From an optimization exercise on the open Yosys and OpenROAD flow, aimed at small area, a short achievable clock period and few clock cycles per item; shortcuts taken in it are not production practice.
Function was not checked in any run shown here: the RTL went through the layout flow alone.
No activity file was given, so power comes from the tool's default toggle rates.

==> flow/design.v, too long to show whole: its modules and the start of the top module <==
// module el2_exu_div_ctl: 76 lines
// module div_cneg_in: 113 lines
// module div_cneg_out: 113 lines
// module div_step34: 259 lines
// module div_step33: 248 lines
// module div_clz32: 77 lines
module el2_exu_div_ctl
  (
   input logic           clk,                        
   input logic           rst_l,                      
   input logic           dp_valid,                   
   input logic           dp_unsign,                  
   input logic           dp_rem,                     
   input logic  [31:0]   dividend,                   
   input logic  [31:0]   divisor,                    
   input logic           cancel,                     
   output logic          finish_dly,                 
   output logic [31:0]   out                         
  );
  // ...
==> flow/flow/run.sh <==
#!/bin/bash
set -euo pipefail
MARGIN=${MARGIN:-6.5}
sed -E "s/SETUP_SLACK_MARGIN=[^ ]+/SETUP_SLACK_MARGIN=${MARGIN}/" standard.sh > standard_margin.sh
bash standard_margin.sh > flow.log 2>&1
==> flow/standard.sh <==
#!/bin/bash
# synth_recipe.tcl (not shown) runs the flow's synth.tcl, then flattens the netlist and writes it again
# the make line also repeats each setting of config.mk as NAME=value (left out here)
make -C /OpenROAD-flow-scripts/flow DESIGN_CONFIG=/design/flow/config.mk WORK_HOME=/design/flow/orfs CLKGATE_MAP_FILE= SYNTH_SCRIPT=/design/flow/synth_recipe.tcl "${@:-finish}"
==> flow/config.mk <==
export PLATFORM = sky130hd
export DESIGN_NAME = el2_exu_div_ctl
export DESIGN_NICKNAME = el2_exu_div_ctl
export VERILOG_FILES = /design/flow/design.v
export SDC_FILE = /design/flow/constraint.sdc
export NUM_CORES = 8
export LEC_CHECK = 0
export CAP_MARGIN = 40
export CORE_MARGIN = 2
export CORE_UTILIZATION = 40
export SETUP_SLACK_MARGIN = 5
export SLEW_MARGIN = 40
export SYNTH_HIERARCHICAL = 1
export SYNTH_MINIMUM_KEEP_SIZE = 0
==> flow/constraint.sdc <==
create_clock -name core_clock -period 12.0 [get_ports {clk}]
set_input_delay 2.4000 -clock core_clock [delete_from_list [all_inputs] [get_ports {clk}]]
set_output_delay 2.4000 -clock core_clock [all_outputs]
set_load 0.01 [all_outputs]
==> out/results.md, run 1 <==
- met1 routing resource usage after global routing: 35.8%
- classification of the worst-slack hold path: flip-flop to flip-flop
- total vias in the final route: 13700
- registers with the most flip-flops: b_ff (33), q_ff (32), r_ff (32)
- largest cell class by area: multi-input combinational cells
- total buffers and inverters traversed by the critical path: 4
- Non-clock buffers: 136
- non-clock buffer contribution to total cell area: 8.62%
- routed length per placed instance: 20.8 µm
- portion of total power attributed to the clock network: 6.2%
- slack of the worst reg-to-reg path: 6700 ps
- sum of negative setup slack: 0 ps
- Antenna diodes: 0
- largest driver fanout on the critical path: 3
- fraction of power consumed by combinational cells: 79.1%
- run status: no timing/DRC/antenna violations
- wire length of the first global-routing pass: 73.5 mm
- category of the worst setup path capture point: output pin
- headroom to the max-slew limit: 47.4%
- met3 routed wirelength: 2.70 mm
- via density per instance: 6.01
- area overhead of the layout relative to synthesis: 14.8%
- root buf cell: clkbuf_16
- FF/Latch Area: 2200 µm²
- count of buffers inserted at the top-level ports: 102
- pins over their slew limit: 0
- Detail Route Antenna Nets: 0
- unrepaired setup endpoints after global routing: no
- floorplan die height: 189 µm
==> run 2: changes to the inputs <==
==> flow/run.sh (new file) <==
#!/bin/bash
# synth_recipe.tcl (not shown) runs the flow's synth.tcl, then flattens the netlist and writes it again
# the make line also repeats each setting of config.mk as NAME=value (left out here)
make -C /OpenROAD-flow-scripts/flow DESIGN_CONFIG=/design/flow/config.mk WORK_HOME=/design/flow/orfs CLKGATE_MAP_FILE= SYNTH_SCRIPT=/design/flow/synth_recipe.tcl finish
removed: flow/flow/run.sh
removed: flow/standard.sh
==> run 2 against run 1 <==
Count of clock-buffer cells in the layout unchanged; critical endpoint is now q_ff[2]$_DFF_P_; highest routed layer unchanged; design area down 2.5%; clock skew grew 4.5 ps.
==> out/results.md, run 2 <==
- worst reg-to-reg path cell count: 23, was 25
- Final Instance Count excl. Fillers: 2272, was 2283
- number of search-and-repair iterations in the first detailed-routing pass: 8, was 6
- routed length per placed instance: 20.4 µm, was 20.8 µm
- clk buf depth: 2, unchanged
- pre-CTS worst setup slack: 5690 ps, unchanged
- data arrival time of the critical path: 6700 ps, was 2980 ps
- CP Class: flip-flop to flip-flop, was flip-flop to output pin
- Reg clk slew, reported paths: 80 ps, about the same
- IO Count: 103, unchanged
- # hold bufs at CTS: 0, unchanged
- via density per instance: 6.02, was 6.01
- maximum number of pins on one net before global-route repair: 77, unchanged
- classification of the worst-slack hold path: flip-flop to flip-flop, unchanged
- launching element type of the critical path: flip-flop, unchanged
- Tcrit/Tclk final: 53.7%, was 44.8%
- wire length of the first global-routing pass: 73.3 mm, was 73.5 mm
- Setup violations, final: 0, unchanged
- register bank with the most flops: b_ff, unchanged
- post-CTS setup repair buffer count: 0, was 4
- largest driver fanout on the critical path: 65, was 3
- Post-Route Skew: 24.0 ps, was 19.5 ps
- sum of negative setup slack: 0 ps, unchanged
- count of buffers inserted at the top-level ports: 102, unchanged
- post-layout min period: 6440 ps, was 5380 ps
- filler cell count in the final layout: 3395, was 3358
- number of antenna violations at the first check in global routing: 0, unchanged
- area of all placed cells without fillers: 15400 µm², was 15800 µm²
- DP Area: 15100 µm², unchanged
- vias in the first global route: 12900, was 13000
- overall die width: 189 µm, unchanged
- Final Hold Violating Endpoints: 0, unchanged
- Floorplan Core Area: 33700 µm², unchanged
- unrepaired setup endpoints after global routing: no, unchanged
- headroom to the max-slew limit: 46.9%, was 47.4%
- total track usage: 25.6%, was 25.7%
- maximum ir drop on the vdd rail: 221 µV, was 223 µV
- TritonCTS clock tree: yes, unchanged
- most common library cell in the layout ignoring fill and taps: nand2_1, unchanged
- site row count: 67, unchanged
- floorplan die height: 189 µm, unchanged
- die area: 35900 µm², unchanged
- starting density of the core: 40.8%, unchanged
- worst setup slack after layout: 5560 ps, was 6620 ps
- flip-flop count of the largest register, all copies and words added: 33, unchanged
- total number of H-tree levels: 3, unchanged
- Pwr Total: 4.99 mW, was 5.18 mW
- critical path data required time: 12260 ps, was 9600 ps
- Detail Route Antenna Nets: 0, unchanged
- registers with the most flip-flops: b_ff (33), q_ff (32), r_ff (32), unchanged
- fraction of layout cells with a size suffix above 1: 12.2%, was 15.6%
- Num Clock Sinks: 106, unchanged
- Cell Area, Synth: 13700 µm², unchanged
- FMAX: 0.155 GHz, was 0.186 GHz
- maxcap violations: 0, unchanged
- post-route worst hold slack: 475 ps, was 470 ps
- Antenna diodes: 0, unchanged
- area overhead of the layout relative to synthesis: 11.9%, was 14.8%
- routability congestion estimate from global placement: 0.960, unchanged
- instance count along the most critical hold path: 1, unchanged
- wire length after detailed routing: 46.4 mm, was 47.5 mm
- latest clock arrival within the worst-skew pair: 390 ps, was 380 ps
- Pleak: 6.05 nW, was 6.14 nW
- overflow left after global routing: 0, unchanged
- run status: no timing/DRC/antenna violations, unchanged
- synthesized netlist cell count: 1783, unchanged
- commonest cells after routing, fill and taps aside: 259 x nand2_1, 130 x xnor2_1, 109 x inv_1, was 259 x nand2_1, 130 x xnor2_1, 108 x inv_1
- measured slew at the worst slew-check pin: 795 ps, was 788 ps
- 1st-iter DRT viols: 1102, was 1234
- number of buffers added by the clock tree synthesis step: 9, unchanged
- DRC violations left: 0, unchanged
- pins over their slew limit: 0, unchanged
- Total Nets Final: 1963, was 1974
- total vias in the final route: 13700, about the same
- root buf cell: clkbuf_16, unchanged
- Yosys Warn Count: 7, unchanged
- final core utilization: 45.6%, was 46.8%
- Detailed Place HPWL: 36.3 mm, unchanged
- category of the worst setup path capture point: flip-flop, was output pin
- count of placed standard cells including taps: 2256, unchanged
- power per cell area: 324 nW/µm², was 328 nW/µm²
- Post-Synthesis Mean Instance Area: 7.71 µm², unchanged
- count of cells resized by post-cts repair: 0, was 50
## run 2: layout make-up
| class | count | area, µm² | share of cell area, % |
|---|---|---|---|
| tap | 448 | 561 | 3.64 |
| clock buffer | 11 | 264 | 1.72 |
| sequential | 106 | 2160 | 14.0 |
| clock inverter | 5 | 42.5 | 0.277 |
| timing repair buffer | 125 | 1220 | 7.93 |
| multi-input combinational | 1468 | 10700 | 69.7 |
| inverter | 109 | 409 | 2.66 |
## run 2: report_power, final
group,internal [mW],switching [mW],leakage [nW]
registers,0.483,0.267,0.908
logic,1.60,2.32,4.99
clock network,0.162,0.160,0.148
## run 2: path summary, 6_finish.rpt
kind / start / to / slack [ps]
setup / recovery: b_ff[1]$_DFF_P_ / q_ff[2]$_DFF_P_ / 5560
hold / removal: cnt_ff[0]$_DFF_P_ / cnt_ff[0]$_DFF_P_ / 470
setup reg to reg: b_ff[1]$_DFF_P_ / q_ff[2]$_DFF_P_ / 5560
hold reg to reg: cnt_ff[0]$_DFF_P_ / cnt_ff[0]$_DFF_P_ / 470
max in group asynchronous: rst_l / sv_ff$_DFF_PN0_ / 9650
min in group asynchronous: rst_l / fin_ff$_DFF_PN0_ / 2200
## run 2: metal layers
layer | GRT usage, % | vias to the layer above | share of wire, %
li1 | - | 6634 | -
met1 | 36.0 | 6522 | 48
met2 | 41.4 | 463 | 45
met3 | 3.23 | 51 | 5.3
met4 | 5.96 | 0 | 1.8
met5 | 0 | - | 0
## run 2: critical path: stages, from the launching register on
cell	delay, ps
dfxtp_1	540
inv_1	140
fa_1	500
a211oi_2	240
o21ai_1	190
a221oi_2	340
nor2_1	160
nor2_1	280
o21ai_2	120
nand3_2	80
buf_4	380
mux2_2	420
ha_1	390
and4_4	290
nand3_2	90
a21oi_2	260
o31ai_1	200
a21boi_0	390
nand3_1	190
a21oi_4	170
buf_4	490
o21ai_0	230
nand2_1	110
nand2_1	40
==> run 3: changes to the inputs <==
==> flow/flow/run.sh (new file) <==
#!/bin/bash
set -euo pipefail
MARGIN=${MARGIN:-6.8}
PORTBUF=${PORTBUF:-sky130_fd_sc_hd__buf_1}
sed -E -e "s/SETUP_SLACK_MARGIN=[^ ]+/SETUP_SLACK_MARGIN=${MARGIN}/" \
       -e "s/CLKGATE_MAP_FILE= /CLKGATE_MAP_FILE= 'BUFFER_PORTS_ARGS=-buffer_cell ${PORTBUF}' /" \
       standard.sh > standard_mod.sh
grep -q "BUFFER_PORTS_ARGS" standard_mod.sh
bash standard_mod.sh > flow.log 2>&1
==> flow/standard.sh (new file) <==
#!/bin/bash
# synth_recipe.tcl (not shown) runs the flow's synth.tcl, then flattens the netlist and writes it again
# the make line also repeats each setting of config.mk as NAME=value (left out here)
make -C /OpenROAD-flow-scripts/flow DESIGN_CONFIG=/design/flow/config.mk WORK_HOME=/design/flow/orfs CLKGATE_MAP_FILE= SYNTH_SCRIPT=/design/flow/synth_recipe.tcl "${@:-finish}"
--- a/flow/config.mk
+++ b/flow/config.mk
@@ -5,6 +5,7 @@
 export SDC_FILE = /design/flow/constraint.sdc
 export NUM_CORES = 8
 export LEC_CHECK = 0
+export ABC_AREA = 1
 export CAP_MARGIN = 40
 export CORE_MARGIN = 2
 export CORE_UTILIZATION = 40
removed: flow/run.sh
==> run 3 against run 2 <==
Sequential share of layout area is 1.1 points lower; combinational power is 3% higher; sequential power is 6.9% lower; clock skew is 9.1 ps lower; cell count is 56% higher; global-route usage is 3.8 points higher; via count is 36% higher; largest cell class unchanged; highest routed layer unchanged; area after synthesis is 15% higher; hold slack better by 61 ps; still clean on timing, DRC and antenna; clock power is 2% lower.
==> out/results.md, run 3 <==
- Largest delay share family, worst path: buffers and inverters, was compound AO/OA/AOI/OAI gates
- most common library cell in the layout ignoring fill and taps: nand2_1, unchanged
- floorplan die height: 203 µm, was 189 µm
- critical path data required time: 9600 ps, was 12260 ps
- routed length per placed instance: 17.4 µm, was 20.4 µm
- number of antenna violations at the first check in global routing: 0, unchanged
- worst-path cell with the longest stage delay: buf_2, was dfxtp_1
- vias in the first global route: 16700, was 12900
- Setup violations, final: 0, unchanged
- run status: no timing/DRC/antenna violations, unchanged
- latest clock arrival within the worst-skew pair: 370 ps, was 390 ps
- Tcrit/Tclk final: 42.6%, was 53.7%
- overflow left after global routing: 0, unchanged
- overall die width: 203 µm, was 189 µm
- Floorplan Core Area: 38800 µm², was 33700 µm²
- CP Class: primary input to output pin, was flip-flop to flip-flop
- unrepaired setup endpoints after global routing: no, unchanged
- maximum ir drop on the vdd rail: 147 µV, was 221 µV
- 1st-iter DRT viols: 1954, was 1102
- Final Instance Count excl. Fillers: 3538, was 2272
- pins over their slew limit: 0, unchanged
- synthesized netlist cell count: 2970, was 1783
- classification of the worst-slack hold path: flip-flop to flip-flop, unchanged
- IO Count: 103, unchanged
- Pwr Total: 5.03 mW, was 4.99 mW
- area overhead of the layout relative to synthesis: 7.09%, was 11.9%
- count of placed standard cells including taps: 3516, was 2256
- FMAX: 0.195 GHz, was 0.155 GHz
- cell chain of the critical path: clkbuf_2, nor2_1, buf_2, was inv_1, fa_1, a211oi_2, o21ai_1, a221oi_2, nor2_1, nor2_1, o21ai_2, nand3_2, buf_4, mux2_2, ha_1, and4_4, nand3_2, a21oi_2, o31ai_1, a21boi_0, nand3_1, a21oi_4, buf_4, o21ai_0, nand2_1, nand2_1
- Total Nets Final: 3159, was 1963
- root buf cell: clkbuf_16, unchanged
- Detail Route Antenna Nets: 0, unchanged
- FF/Latch Area: 2180 µm², was 2160 µm²
- registers with the most flip-flops: b_ff (33), q_ff (32), r_ff (32), unchanged
- Post-Route Skew: 14.9 ps, was 24.0 ps
- multi-input logic area: 11500 µm², was 10700 µm²
- Final Hold Violating Endpoints: 0, unchanged
- Yosys Warn Count: 7, unchanged
- total vias in the final route: 18500, was 13700
- total buffers and inverters traversed by the critical path: 2, was 3
- launching element type of the critical path: primary input, was flip-flop
- flip-flop count of the largest register, all copies and words added: 33, unchanged
- via density per instance: 5.24, was 6.02
- clk buf depth: 2, unchanged
- filler cell count in the final layout: 4319, was 3395
- number of buffers added by the clock tree synthesis step: 9, unchanged
- CP peak stage delay: 130 ps, was 540 ps
- post-layout min period: 5120 ps, was 6440 ps
- largest driver fanout on the critical path: 4, was 65
- Detailed Place HPWL: 50.6 mm, was 36.3 mm
- Antenna diodes: 0, unchanged
- headroom to the max-slew limit: 43.7%, was 46.9%
- routability congestion estimate from global placement: 1.03, was 0.960
- starting density of the core: 40.7%, was 40.8%
- total track usage: 29.3%, was 25.6%
- fraction of layout cells with a size suffix above 1: 7.91%, was 12.2%
- wire length of the first global-routing pass: 93.8 mm, was 73.3 mm
- register bank with the most flops: b_ff, unchanged
- sum of negative setup slack: 0 ps, unchanged
- maxcap violations: 0, unchanged
- TritonCTS clock tree: yes, unchanged
- number of search-and-repair iterations in the first detailed-routing pass: 8, unchanged
- DRC violations left: 0, unchanged
- final core utilization: 43.6%, was 45.6%
- category of the worst setup path capture point: output pin, was flip-flop
- Cell Area, Synth: 15800 µm², was 13700 µm²
- data arrival time of the critical path: 2720 ps, was 6700 ps
- count of buffers inserted at the top-level ports: 102, unchanged
- Num Clock Sinks: 106, unchanged
- wire length after detailed routing: 61.7 mm, was 46.4 mm
- Reg clk slew, reported paths: 80 ps, about the same
- measured slew at the worst slew-check pin: 845 ps, was 795 ps
- maximum number of pins on one net before global-route repair: 67, was 77
- # hold bufs at CTS: 0, unchanged
- total number of H-tree levels: 3, unchanged
- Post-Synthesis Mean Instance Area: 5.32 µm², was 7.71 µm²
- Pleak: 9.42 nW, was 6.05 nW
- site row count: 72, was 67
- commonest cells after routing, fill and taps aside: 1178 x nand2_1, 441 x inv_1, 300 x nand3_1, was 259 x nand2_1, 130 x xnor2_1, 109 x inv_1
- power per cell area: 297 nW/µm², was 324 nW/µm²
- die area: 41100 µm², was 35900 µm²
- post-route worst hold slack: 535 ps, was 475 ps
==> run 3: per-layer routing <==
metal / vias up / track usage, % / share of wire, %
met3: 98 / 6.45 / 9.5
met2: 738 / 43.7 / 42
met4: 0 / 9.05 / 3.1
li1: 9273 / - / -
met1: 8428 / 41.9 / 46
met5: - / 0 / 0
==> run 3: layout make-up <==
type,instances,share of cell area (%)
tap,518,3.83
clock buffer,11,1.49
timing repair buffer,128,3.61
clock inverter,5,0.266
multi-input combinational,2310,67.7
inverter,460,10.2
sequential,106,12.9
==> run 3: report_power, final <==
part / total [mW] / internal, mW / switching, mW / leakage [nW]
clock network: 0.315 / 0.156 / 0.160 / 0.144
registers: 0.697 / 0.479 / 0.218 / 0.908
logic: 4.02 / 1.23 / 2.78 / 8.37
total: 5.03 / 1.87 / 3.16 / 9.42
==> run 3: final timing paths <==
kind                                   from              end  slack [ps]  cells after the start
hold reg to reg             q_ff[3]$_DFF_P_  q_ff[5]$_DFF_P_         540                      2
setup / recovery                     cancel       finish_dly        6880                      3
min in group asynchronous             rst_l  sv_ff$_DFF_PN0_        1830                      1
hold / removal              q_ff[3]$_DFF_P_  q_ff[5]$_DFF_P_         540                      2
setup reg to reg           b_ff[17]$_DFF_P_  q_ff[9]$_DFF_P_        7170                     31
max in group asynchronous             rst_l  it_ff$_DFF_PN0_       10010                      1
==> run 3: per-stage QoR <==
| step | worst slack [ps] | instance area, µm² |
|---|---|---|
| after global placement | 6840 | 16400 |
| after detailed placement | 6830 | 16400 |
| after CTS | 6820 | 16800 |
| final | 6880 | 16900 |
| after global routing | 6810 | 16900 |
| after floorplan | 7030 | 15800 |
==> run 3: what timing repair did <==
| action | 4_1_cts | 5_1_grt |
|---|---|---|
| endpoints found under the setup margin | 1 | 48 |
| gates resized for setup | 9 | 37 |
| cloned | 0 | 1 |
| buffers inserted | 0 | 4 |
| pin swaps | 1 | 4 |
==> run 3: worst min-delay path, cell delays in order (launching register included) <==
cell and delay [ps]:
dfxtp_1 350, nand2_1 70, o211ai_1 70

re-timing with driven ports:
In the flow no input, the clock included, has a driving cell. The finished layouts below were timed again as built, in two steps.
Step 1: set_driving_cell puts a clkbuf_16 on clk and a buf_2 on each other input, an assumption about the parent block.
Step 2 adds t to the input delays and takes it off the output delays; t is the mean of the earliest and latest rising clock arrival at the registers after step 1. Input paths then give back, and output paths get back, about the clock's delay inside the block.
Slacks: no drivers / after step 1 / after step 2; pairs: no drivers / after step 1.
run	shift t [ns]	slack for setup (ns)	worst hold slack (ns)	worst slew at a driven data input, ns
run 1	0.423	6.620 / 6.569 / 6.671	0.470 / 0.470 / 0.470	0.07
run 2	0.427	5.558 / 5.558 / 5.558	0.475 / 0.475 / 0.475	0.07
run 3	0.410	6.883 / 6.861 / 6.861	0.535 / 0.535 / 0.535	0.04
After both steps every run listed still meets setup and hold. For run 3, which loses most, drivers alone change the setup slack by -0.022 ns; drivers and shift together by -0.022 ns.
